Source: an optimization exercise on an open RTL-to-GDS flow (aim: small area and a short achievable clock period). Production flows keep margins and buffers that such runs may drop.
At most, simulation tests tie the RTL to the original design; equivalence was not proved.
Power is estimated from default activity; no workload was simulated.

==> inputs of job 8227 <==
Design TopModule, start of the top module:
module TopModule( input logic clk, input logic reset,
                  input logic prevMem, nextMem, executeSwitch, executeMem,
                  input logic [15:0] switchInstruction, output logic [15:0] memInst,
                  output logic [7:0] dispData, output logic [3:0] dispAddr,
                  output logic [4:0] pc, output logic halted);
make LEC_CHECK=0 ABC_AREA=1 CAP_MARGIN=20 CORE_MARGIN=2 CORE_UTILIZATION=40 SETUP_SLACK_MARGIN=2.6 SLEW_MARGIN=20 finish   # period 5.0 ns
run.sh (not shown) runs the stock make flow with config.mk's settings and CLKGATE_MAP_FILE= SYNTH_SCRIPT=/design/flow/synth_recipe.tcl, a recipe that flattens the netlist after the stock synthesis.
==> inputs of job 5598, as changes to job 8227 <==
--- a/flow/design.v
+++ b/flow/design.v
@@ -178,15 +178,12 @@
             dm_pm = dm_pm | (dm[i] & {8{dpm[i]}});
     end
     wire [3:0] ac_pm = nextMem ? ac + 4'd1 : ac - 4'd1;
     wire fwd_pm = dm_we && (wa == ac_pm);
     wire fwd_st = dm_we && (wa == ac);
-    wire mv   = nextMem || prevMem;
-    wire d_pm = mv && !fwd_pm;
-    wire d_f  = mv ? fwd_pm : fwd_st;
-    wire d_st = !mv && !fwd_st;
-    wire [7:0] dd_next = (dm_pm & {8{d_pm}}) | (dm_wdata & {8{d_f}}) | (dd & {8{d_st}});
+    wire [7:0] dd_next = (nextMem || prevMem) ? (fwd_pm ? dm_wdata : dm_pm)
+                                             : (fwd_st ? dm_wdata : dd);
     always_ff @(posedge clk, posedge reset)
         if (reset) begin
             ac <= 4'b0;
             dd <= 8'b0;
         end else begin
==> results.json <==
{
  "path_clk_slew_ns": 0.06,
  "period_needed_ns": 2.39,
  "post_cts_resized": 209,
  "power.switching_uw": 1770,
  "grt_pass1_wl_um": 138000,
  "grt_use_met3_pct": 5.98,
  "power_frac_clock_pct": 46.5,
  "globalRouteMet2Util_pct": 62.6,
  "status": "finished clean",
  "highest-signal-layer": "met5"
}
Source of the figures above: job 5598

==> results.json <==
{
  "grt_use_met3_pct": 6.49,
  "globalRouteMet2Util_pct": 61.3,
  "power.switching_uw": 6370,
  "cp_max_fo": 13,
  "routabilityCongestion": 1.05,
  "path_clk_slew_ns": 0.07,
  "fin_tns_setup_ns": 0,
  "post_cts_resized": 211,
  "status": "finished clean",
  "netlist_instances": 2744,
  "relSlewSlack_pct": 26.5,
  "synth_top_area_share_pct": 41.6,
  "initial_core_util_pct": 40.6,
  "highest-signal-layer": "met4",
  "power_frac_clock_pct": 21.5,
  "n_sequential_cell": 315
}
Source of the figures above: job 8227

The RTL of job 8227 was laid out without a check of its function.

---

==> fjord: inputs <==
==> flow/design.v <==
`timescale 1ns / 1ps
module TopModule( input logic clk, input logic reset,
                  input logic prevMem, nextMem, executeSwitch, executeMem,
                  input logic [15:0] switchInstruction, output logic [15:0] memInst,
                  output logic [7:0] dispData, output logic [3:0] dispAddr,
                  output logic [4:0] pc, output logic halted);
    logic [4:0]  pcr;
    logic [3:0]  ac;
    logic [7:0]  rf [15:0];
    logic [7:0]  dm [15:0];
    logic [15:0] mi;
    logic [7:0]  dd;
    logic        hlt, rf_we, dm_we, is_add, is_br, sfb, sfc, t4;
    logic [3:0]  wa;
    logic [7:0]  opb, opc;
    localparam logic [159:0] ROMW = {16'h0FFF, 16'hA500, 16'h4224, 16'h4FF0, 16'hA921,
                                     16'h3401, 16'h3F00, 16'h3200, 16'h2011, 16'h2000};
    function automatic logic [15:0] romf(input logic [4:0] a);
        logic [9:0] wl;
        logic       stp;
        stp = a[4] || (a[3] && (a[2] || a[1]));
        for (int k = 0; k < 10; k++) wl[k] = (a[3:0] == k) && !a[4];
        for (int j = 0; j < 16; j++) begin
            romf[j] = stp && ((16'hE000 >> j) & 1);
            for (int k = 0; k < 10; k++) romf[j] = romf[j] || (wl[k] && ROMW[k*16+j]);
        end
    endfunction
    wire [7:0] p = opb ^ opc;
    wire g0 = p[0] ? 1'b0 : opb[0];
    logic [7:0] g1, p1, g2, p2, g3;
    always_comb begin
        for (int i = 0; i < 8; i++) begin
            if (i >= 2)       begin g1[i] = p[i] ? opb[i-1] : opb[i]; p1[i] = p[i] & p[i-1]; end
            else if (i == 1)  begin g1[i] = p[i] ? g0       : opb[i]; p1[i] = 1'b0; end
            else              begin g1[i] = g0;                       p1[i] = 1'b0; end
        end
        for (int i = 0; i < 8; i++) begin
            if (i >= 2) begin g2[i] = p1[i] ? g1[i-2] : g1[i]; p2[i] = p1[i] & p1[i-2]; end
            else        begin g2[i] = g1[i];                   p2[i] = 1'b0; end
        end
        for (int i = 0; i < 8; i++) begin
            if (i >= 4) g3[i] = p2[i] ? g2[i-4] : g2[i];
            else        g3[i] = g2[i];
        end
    end
    wire [7:0] sum = p ^ {g3[6:0], 1'b0};
    wire taken = is_br && (p == 8'b0);
    wire [7:0] rf_wdata = is_add ? sum : opc;
    wire [7:0] dm_wdata = opc;
    logic [15:0] dwa, rf_en, dm_en;
    always_comb
        for (int i = 0; i < 16; i++) begin
            dwa[i]   = (wa == i);
            rf_en[i] = rf_we && dwa[i];
            dm_en[i] = dm_we && dwa[i];
        end
    always_ff @(posedge clk, posedge reset)
        if (reset) begin
            for (int i = 0; i < 16; i++) rf[i] <= 8'b0;
        end else begin
            for (int i = 0; i < 16; i++) if (rf_en[i]) rf[i] <= rf_wdata;
        end
    always_ff @(posedge clk, posedge reset)
        if (reset) begin
            for (int i = 0; i < 16; i++) dm[i] <= 8'b0;
        end else begin
            for (int i = 0; i < 16; i++) if (dm_en[i]) dm[i] <= dm_wdata;
        end
    wire ir_load = !nextMem && !prevMem && !hlt;
    function automatic logic [13:0] decode(input logic [15:0] w);
        logic [2:0] op;
        op = w[15:13];
        decode = {(op == 3'b001) || (op == 3'b010),
                  (op == 3'b000),
                  (op == 3'b010),
                  (op == 3'b101),
                  (op == 3'b111),
                  (op == 3'b010) && (w[11:8] == w[7:4]),
                  (op == 3'b010) && (w[11:8] == w[3:0]),
                  w[12],
                  (op == 3'b000 || op == 3'b001) &&  w[12],
                  (op == 3'b001) && !w[12],
                  ((op == 3'b000 || op == 3'b001) && !w[12]) ? w[7:4] : w[11:8]};
    endfunction
    wire [15:0] sw = switchInstruction;
    wire [13:0] dsw  = decode(sw);
    wire [13:0] dmi  = decode(mi);
    wire [13:0] dnew = executeSwitch ? dsw : executeMem ? dmi : decode(16'hC000);
    wire dsw_imm = dsw[5], dsw_ld = dsw[4];
    wire dmi_imm = dmi[5], dmi_ld = dmi[4];
    logic [15:0] sb, sc;
    always_comb
        for (int i = 0; i < 16; i++) begin
            sb[i] = (sw[7:4] == i);
            sc[i] = (sw[3:0] == i);
        end
    logic [7:0] rb_sw, rc_sw, mc_sw;
    always_comb begin
        rb_sw = 8'b0; rc_sw = 8'b0; mc_sw = 8'b0;
        for (int i = 0; i < 16; i++) begin
            rb_sw = rb_sw | (rf[i] & {8{sb[i]}});
            rc_sw = rc_sw | (rf[i] & {8{sc[i]}});
            mc_sw = mc_sw | (dm[i] & {8{sc[i]}});
        end
    end
    logic [7:0] rb_mi, rc_mi;
    always_comb begin
        case (mi[7:4])
            4'd1:    rb_mi = rf[1];
            4'd2:    rb_mi = rf[2];
            4'd15:   rb_mi = rf[15];
            default: rb_mi = rf[0];
        endcase
        if (dmi_ld)
            rc_mi = (mi[3:0] == 4'd1) ? dm[1] : dm[0];
        else
            case (mi[3:0])
                4'd1:    rc_mi = rf[1];
                4'd4:    rc_mi = rf[4];
                4'd15:   rc_mi = rf[15];
                default: rc_mi = rf[0];
            endcase
    end
    wire sel_sw  = ir_load &&  executeSwitch;
    wire sel_mi  = ir_load && !executeSwitch &&  executeMem;
    wire sel_nop = ir_load && !executeSwitch && !executeMem;
    wire hold    = !ir_load;
    wire fb_sw  = rf_we && (wa == sw[7:4]);
    wire fb_mi  = rf_we && (wa == mi[7:4]);
    wire f0     = rf_we && (wa == 4'd0);
    wire fc_sw  = dsw_ld ? dm_we && (wa == sw[3:0]) : rf_we && (wa == sw[3:0]);
    wire fc_mi  = dmi_ld ? dm_we && (wa == mi[3:0]) : rf_we && (wa == mi[3:0]);
    wire b_sw = sel_sw  && !fb_sw;
    wire b_mi = sel_mi  && !fb_mi;
    wire b_0  = sel_nop && !f0;
    wire b_st = hold    && !sfb;
    wire b_fr = (sel_sw && fb_sw) || (sel_mi && fb_mi) || (sel_nop && f0) || (hold && sfb);
    wire c_swi = sel_sw && dsw_imm;
    wire c_swm = sel_sw && dsw_ld && !fc_sw;
    wire c_swr = sel_sw && !dsw_imm && !dsw_ld && !fc_sw;
    wire c_mii = sel_mi && dmi_imm;
    wire c_mir = sel_mi && !dmi_imm && !fc_mi;
    wire c_0   = sel_nop && !f0;
    wire c_st  = (hold && !sfc) || (sel_sw && dsw_ld && fc_sw) || (sel_mi && dmi_ld && fc_mi);
    wire c_fr  = (sel_sw && !dsw_imm && !dsw_ld && fc_sw) || (sel_mi && !dmi_imm && !dmi_ld && fc_mi) ||
                 (sel_nop && f0) || (hold && sfc);
    wire [7:0] opb_next = (rb_sw    & {8{b_sw}}) | (rb_mi & {8{b_mi}}) | (rf[0] & {8{b_0}}) |
                          (opb      & {8{b_st}}) | (rf_wdata & {8{b_fr}});
    wire [7:0] opc_next = (sw[7:0]  & {8{c_swi}}) | (mc_sw & {8{c_swm}}) | (rc_sw & {8{c_swr}}) |
                          (mi[7:0]  & {8{c_mii}}) | (rc_mi & {8{c_mir}}) | (rf[0] & {8{c_0}}) |
                          (opc      & {8{c_st}})  | (rf_wdata & {8{c_fr}});
    always_ff @(posedge clk, posedge reset)
        if (reset) begin
            {rf_we, dm_we, is_add, is_br, hlt, sfb, sfc, t4} <= 8'b0;
            wa  <= 4'b0;
        end else if (ir_load) begin
            {rf_we, dm_we, is_add, is_br, hlt, sfb, sfc, t4} <= dnew[13:6];
            wa     <= dnew[3:0];
        end
    always_ff @(posedge clk, posedge reset)
        if (reset) begin
            opb <= 8'b0;
            opc <= 8'b0;
        end else begin
            opb <= opb_next;
            opc <= opc_next;
        end
    logic [15:0] dac, dpm;
    always_comb
        for (int i = 0; i < 16; i++) dac[i] = (ac == i);
    always_comb
        for (int i = 0; i < 16; i++)
            dpm[i] = nextMem ? dac[(i + 15) % 16] : dac[(i + 1) % 16];
    logic [7:0] dm_pm;
    always_comb begin
        dm_pm = 8'b0;
        for (int i = 0; i < 16; i++)
            dm_pm = dm_pm | (dm[i] & {8{dpm[i]}});
    end
    wire [3:0] ac_pm = nextMem ? ac + 4'd1 : ac - 4'd1;
    wire fwd_pm = dm_we && (wa == ac_pm);
    wire fwd_st = dm_we && (wa == ac);
    wire [7:0] dd_next = (nextMem || prevMem) ? (fwd_pm ? dm_wdata : dm_pm)
                                             : (fwd_st ? dm_wdata : dd);
    always_ff @(posedge clk, posedge reset)
        if (reset) begin
            ac <= 4'b0;
            dd <= 8'b0;
        end else begin
            if (nextMem || prevMem) ac <= ac_pm;
            dd <= dd_next;
        end
    wire [4:0]  t       = {t4, wa};
    wire [4:0]  pc_inc  = pcr + 5'd1;
    wire        inc     = executeMem && !hlt;
    wire [4:0] pc_next = taken ? t : inc ? pc_inc : pcr;
    always_ff @(posedge clk, posedge reset)
        if (reset) begin
            pcr <= 5'b0;
            mi  <= romf(5'd0);
        end else begin
            pcr <= pc_next;
            mi  <= romf(pc_next);
        end
    assign memInst  = mi;
    assign dispData = dd;
    assign dispAddr = ac;
    assign pc       = pcr;
    assign halted   = hlt;
endmodule
==> flow/flow/run.sh <==
#!/bin/bash
set -euo pipefail
bash standard.sh synth > synth.log 2>&1
bash standard.sh SETUP_SLACK_MARGIN=3.0 floorplan place cts > place_cts.log 2>&1
bash standard.sh SETUP_SLACK_MARGIN=2.6 finish > route_finish.log 2>&1
==> flow/standard.sh <==
#!/bin/bash
# synth_recipe.tcl (not shown) runs the flow's synth.tcl, then flattens the netlist and writes it again
# the make line also repeats each setting of config.mk as NAME=value (left out here)
make -C /OpenROAD-flow-scripts/flow DESIGN_CONFIG=/design/flow/config.mk WORK_HOME=/design/flow/orfs CLKGATE_MAP_FILE= SYNTH_SCRIPT=/design/flow/synth_recipe.tcl "${@:-finish}"
==> flow/config.mk <==
export PLATFORM = sky130hd
export DESIGN_NAME = TopModule
export DESIGN_NICKNAME = TopModule
export VERILOG_FILES = /design/flow/design.v
export SDC_FILE = /design/flow/constraint.sdc
export NUM_CORES = 4
export LEC_CHECK = 0
export ABC_AREA = 1
export CAP_MARGIN = 20
export CORE_MARGIN = 2
export CORE_UTILIZATION = 40
export PLACE_DENSITY = 0.75
export SETUP_SLACK_MARGIN = 2.6
export SLEW_MARGIN = 20
==> flow/constraint.sdc <==
create_clock -name core_clock -period 5.0 [get_ports {clk}]
set_input_delay 1.0000 -clock core_clock [delete_from_list [all_inputs] [get_ports {clk}]]
set_output_delay 1.0000 -clock core_clock [all_outputs]
set_load 0.01 [all_outputs]
==> sierra: changes against fjord <==
==> flow/design.v, changed modules only <==
module TopModule( input logic clk, input logic reset,
                  input logic prevMem, nextMem, executeSwitch, executeMem,
                  input logic [15:0] switchInstruction, output logic [15:0] memInst,
                  output logic [7:0] dispData, output logic [3:0] dispAddr,
                  output logic [4:0] pc, output logic halted);
    logic [4:0]  pcr;
    logic [3:0]  ac;
    logic [7:0]  rf [15:0];
    logic [7:0]  dm [15:0];
    logic [15:0] mi;
    logic [7:0]  dd;
    logic        hlt, rf_we, dm_we, is_add, is_br, sfb, sfc, t4;
    logic [3:0]  wa;
    logic [7:0]  opb, opc;
    function automatic logic [15:0] romf(input logic [4:0] a);
        case (a)
            5'd0: romf = 16'b001_0_0000_0000_0000;
            5'd1: romf = 16'b001_0_0000_0001_0001;
            5'd2: romf = 16'b001_1_0010_00000000;
            5'd3: romf = 16'b001_1_1111_00000000;
            5'd4: romf = 16'b001_1_0100_00000001;
            5'd5: romf = 16'b101_01001_0010_0001;
            5'd6: romf = 16'b010_0_1111_1111_0000;
            5'd7: romf = 16'b010_0_0010_0010_0100;
            5'd8: romf = 16'b101_00101_0000_0000;
            5'd9: romf = 16'b000_0_1111_1111_1111;
            default: romf = 16'b111_0_0000_0000_0000;
        endcase
    endfunction
    wire [7:0] p = opb ^ opc;
    wire g0 = p[0] ? 1'b0 : opb[0];
    logic [7:0] g1, p1, g2, p2, g3;
    always_comb begin
        for (int i = 0; i < 8; i++) begin
            if (i >= 2)       begin g1[i] = p[i] ? opb[i-1] : opb[i]; p1[i] = p[i] & p[i-1]; end
            else if (i == 1)  begin g1[i] = p[i] ? g0       : opb[i]; p1[i] = 1'b0; end
            else              begin g1[i] = g0;                       p1[i] = 1'b0; end
        end
        for (int i = 0; i < 8; i++) begin
            if (i >= 2) begin g2[i] = p1[i] ? g1[i-2] : g1[i]; p2[i] = p1[i] & p1[i-2]; end
            else        begin g2[i] = g1[i];                   p2[i] = 1'b0; end
        end
        for (int i = 0; i < 8; i++) begin
            if (i >= 4) g3[i] = p2[i] ? g2[i-4] : g2[i];
            else        g3[i] = g2[i];
        end
    end
    wire [7:0] sum = p ^ {g3[6:0], 1'b0};
    wire taken = is_br && (p == 8'b0);
    wire [7:0] rf_wdata = is_add ? sum : opc;
    wire [7:0] dm_wdata = opc;
    logic [15:0] dwa, rf_en, dm_en;
    always_comb
        for (int i = 0; i < 16; i++) begin
            dwa[i]   = (wa == i);
            rf_en[i] = rf_we && dwa[i];
            dm_en[i] = dm_we && dwa[i];
        end
    always_ff @(posedge clk, posedge reset)
        if (reset) begin
            for (int i = 0; i < 16; i++) rf[i] <= 8'b0;
        end else begin
            for (int i = 0; i < 16; i++) if (rf_en[i]) rf[i] <= rf_wdata;
        end
    always_ff @(posedge clk, posedge reset)
        if (reset) begin
            for (int i = 0; i < 16; i++) dm[i] <= 8'b0;
        end else begin
            for (int i = 0; i < 16; i++) if (dm_en[i]) dm[i] <= dm_wdata;
        end
    wire ir_load = !nextMem && !prevMem && !hlt;
    function automatic logic [13:0] decode(input logic [15:0] w);
        logic [2:0] op;
        op = w[15:13];
        decode = {(op == 3'b001) || (op == 3'b010),
                  (op == 3'b000),
                  (op == 3'b010),
                  (op == 3'b101),
                  (op == 3'b111),
                  (op == 3'b010) && (w[11:8] == w[7:4]),
                  (op == 3'b010) && (w[11:8] == w[3:0]),
                  w[12],
                  (op == 3'b000 || op == 3'b001) &&  w[12],
                  (op == 3'b001) && !w[12],
                  ((op == 3'b000 || op == 3'b001) && !w[12]) ? w[7:4] : w[11:8]};
    endfunction
    wire [15:0] sw = switchInstruction;
    wire [13:0] dsw  = decode(sw);
    wire [13:0] dmi  = decode(mi);
    wire [13:0] dnew = executeSwitch ? dsw : executeMem ? dmi : decode(16'hC000);
    wire dsw_imm = dsw[5], dsw_ld = dsw[4];
    wire dmi_imm = dmi[5], dmi_ld = dmi[4];
    logic [15:0] sb, sc;
    always_comb
        for (int i = 0; i < 16; i++) begin
            sb[i] = (sw[7:4] == i);
            sc[i] = (sw[3:0] == i);
        end
    logic [7:0] rb_sw, rc_sw, mc_sw;
    always_comb begin
        rb_sw = 8'b0; rc_sw = 8'b0; mc_sw = 8'b0;
        for (int i = 0; i < 16; i++) begin
            rb_sw = rb_sw | (rf[i] & {8{sb[i]}});
            rc_sw = rc_sw | (rf[i] & {8{sc[i]}});
            mc_sw = mc_sw | (dm[i] & {8{sc[i]}});
        end
    end
    logic [7:0] rb_mi, rc_mi;
    always_comb begin
        case (mi[7:4])
            4'd1:    rb_mi = rf[1];
            4'd2:    rb_mi = rf[2];
            4'd15:   rb_mi = rf[15];
            default: rb_mi = rf[0];
        endcase
        if (dmi_ld)
            rc_mi = (mi[3:0] == 4'd1) ? dm[1] : dm[0];
        else
            case (mi[3:0])
                4'd1:    rc_mi = rf[1];
                4'd4:    rc_mi = rf[4];
                4'd15:   rc_mi = rf[15];
                default: rc_mi = rf[0];
            endcase
    end
    wire sel_sw  = ir_load &&  executeSwitch;
    wire sel_mi  = ir_load && !executeSwitch &&  executeMem;
    wire sel_nop = ir_load && !executeSwitch && !executeMem;
    wire [7:0] b_base = sel_sw ? rb_sw : sel_mi ? rb_mi : sel_nop ? rf[0] : opb;
    wire       b_fr   = sel_sw  ? rf_we && (wa == sw[7:4]) :
                        sel_mi  ? rf_we && (wa == mi[7:4]) :
                        sel_nop ? rf_we && (wa == 4'd0) : sfb;
    wire [7:0] c_base = sel_sw ? (dsw_imm ? sw[7:0] : dsw_ld ? mc_sw : rc_sw) :
                        sel_mi ? (dmi_imm ? mi[7:0] : rc_mi) :
                        sel_nop ? rf[0] : opc;
    wire       c_fr   = sel_sw  ? !dsw_imm && !dsw_ld && rf_we && (wa == sw[3:0]) :
                        sel_mi  ? !dmi_imm && !dmi_ld && rf_we && (wa == mi[3:0]) :
                        sel_nop ? rf_we && (wa == 4'd0) : sfc;
    wire       c_fd   = sel_sw  ? dsw_ld && dm_we && (wa == sw[3:0]) :
                        sel_mi  ? dmi_ld && dm_we && (wa == mi[3:0]) : 1'b0;
    wire [7:0] opb_next = b_fr ? rf_wdata : b_base;
    wire [7:0] opc_next = c_fr ? rf_wdata : c_fd ? dm_wdata : c_base;
    always_ff @(posedge clk, posedge reset)
        if (reset) begin
            {rf_we, dm_we, is_add, is_br, hlt, sfb, sfc, t4} <= 8'b0;
            wa  <= 4'b0;
        end else if (ir_load) begin
            {rf_we, dm_we, is_add, is_br, hlt, sfb, sfc, t4} <= dnew[13:6];
            wa     <= dnew[3:0];
        end
    always_ff @(posedge clk, posedge reset)
        if (reset) begin
            opb <= 8'b0;
            opc <= 8'b0;
        end else begin
            opb <= opb_next;
            opc <= opc_next;
        end
    logic [15:0] dac, dpm;
    always_comb
        for (int i = 0; i < 16; i++) dac[i] = (ac == i);
    always_comb
        for (int i = 0; i < 16; i++)
            dpm[i] = nextMem ? dac[(i + 15) % 16] : dac[(i + 1) % 16];
    logic [7:0] dm_pm;
    always_comb begin
        dm_pm = 8'b0;
        for (int i = 0; i < 16; i++)
            dm_pm = dm_pm | (dm[i] & {8{dpm[i]}});
    end
    wire [3:0] ac_pm = nextMem ? ac + 4'd1 : ac - 4'd1;
    wire fwd_pm = dm_we && (wa == ac_pm);
    wire fwd_st = dm_we && (wa == ac);
    wire [7:0] dd_next = (nextMem || prevMem) ? (fwd_pm ? dm_wdata : dm_pm)
                                             : (fwd_st ? dm_wdata : dd);
    always_ff @(posedge clk, posedge reset)
        if (reset) begin
            ac <= 4'b0;
            dd <= 8'b0;
        end else begin
            if (nextMem || prevMem) ac <= ac_pm;
            dd <= dd_next;
        end
    wire [4:0]  t       = {t4, wa};
    wire [4:0]  pc_inc  = pcr + 5'd1;
    wire        inc     = executeMem && !hlt;
    wire [4:0] pc_next = taken ? t : inc ? pc_inc : pcr;
    always_ff @(posedge clk, posedge reset)
        if (reset) begin
            pcr <= 5'b0;
            mi  <= romf(5'd0);
        end else begin
            pcr <= pc_next;
            mi  <= romf(pc_next);
        end
    assign memInst  = mi;
    assign dispData = dd;
    assign dispAddr = ac;
    assign pc       = pcr;
    assign halted   = hlt;
endmodule
==> flow/run.sh (new file) <==
#!/bin/bash
# synth_recipe.tcl (not shown) runs the flow's synth.tcl, then flattens the netlist and writes it again
# the make line also repeats each setting of config.mk as NAME=value (left out here)
make -C /OpenROAD-flow-scripts/flow DESIGN_CONFIG=/design/flow/config.mk WORK_HOME=/design/flow/orfs CLKGATE_MAP_FILE= SYNTH_SCRIPT=/design/flow/synth_recipe.tcl finish
--- a/flow/config.mk
+++ b/flow/config.mk
@@ -9,6 +9,5 @@
 export CAP_MARGIN = 20
 export CORE_MARGIN = 2
 export CORE_UTILIZATION = 40
-export PLACE_DENSITY = 0.75
-export SETUP_SLACK_MARGIN = 2.6
+export SETUP_SLACK_MARGIN = 2.4
 export SLEW_MARGIN = 20
removed: flow/flow/run.sh
removed: flow/standard.sh
==> results.txt <==
outcome=finished clean; sequential share of the synthesized area=41.96%; Peak VDD IR=between 0.3 and 0.4 mV; Worst setup SP type=flip-flop; sequential cell area share=between 30% and 40%; Starting Density=between 40 and 50%; internal power=approximately 4.4 mW; crit path max fanout=2; pwr dens=between 200 and 300 nW/um^2; CP bufs+invs=1; Die Ht=220.7 um; CTS clock-pin slew for the worst setup and hold paths=0.05 ns; Post-Syn Instances=2765; global-route usage over all layers=approximately 37%; global-route wire length before repair=roughly 130 mm
Source of the figures above: fjord

==> results.txt <==
outcome=finished clean; CTS clock-pin slew for the worst setup and hold paths=roughly 0.06 ns; sequential share of the synthesized area=a little over two fifths; pwr dens=between 200 and 300 nW/um^2; Die Ht=between 200 and 250 um; global-route usage over all layers=between 30% and 40%; Peak VDD IR=roughly 0.4 mV; CP bufs+invs=3; Worst setup SP type=input port; internal power=approximately 4.5 mW; crit path max fanout=12; drt wl/cell=~28 um; sequential cell area share=36.49%; global-route wire length before repair=around 140 mm; Starting Density=roughly 40%
Source of the figures above: sierra

-- afterwards: timing with drivers on the ports --
The results above use ideal ports. As a check the final layouts listed here were re-extracted and re-timed, cells and wires unchanged. Step 1 sets driving cells, clkbuf_16 on the clock port and buf_2 on the other inputs (assumed; they add their load-dependent delay and slew). Step 2 adds t to the input delays and takes it off the output delays; t is the mean of the earliest and latest rising clock arrival at the registers after step 1. Input paths then give back, and output paths get back, about the clock's delay inside the block. Three values: no drivers, after step 1, after step 2; two values: the first two.
| run | t, ns | setup WS [ns] | pins driven straight from the clock port |
|---|---|---|---|
| job 8227 | 0.617 | 2.558 / 2.580 / 1.973 | 1 |
| job 5598 | 0.641 | 2.611 / 2.596 / 2.009 | 1 |
| fjord | 0.635 | 2.728 / 2.668 / 2.229 | 1 |
| sierra | 0.621 | 2.407 / 2.354 / 1.824 | 1 |
After both steps every run listed still meets setup and hold. The setup slack of job 5598, which loses most, moves by -0.015 ns with the drivers and by -0.602 ns with both steps.
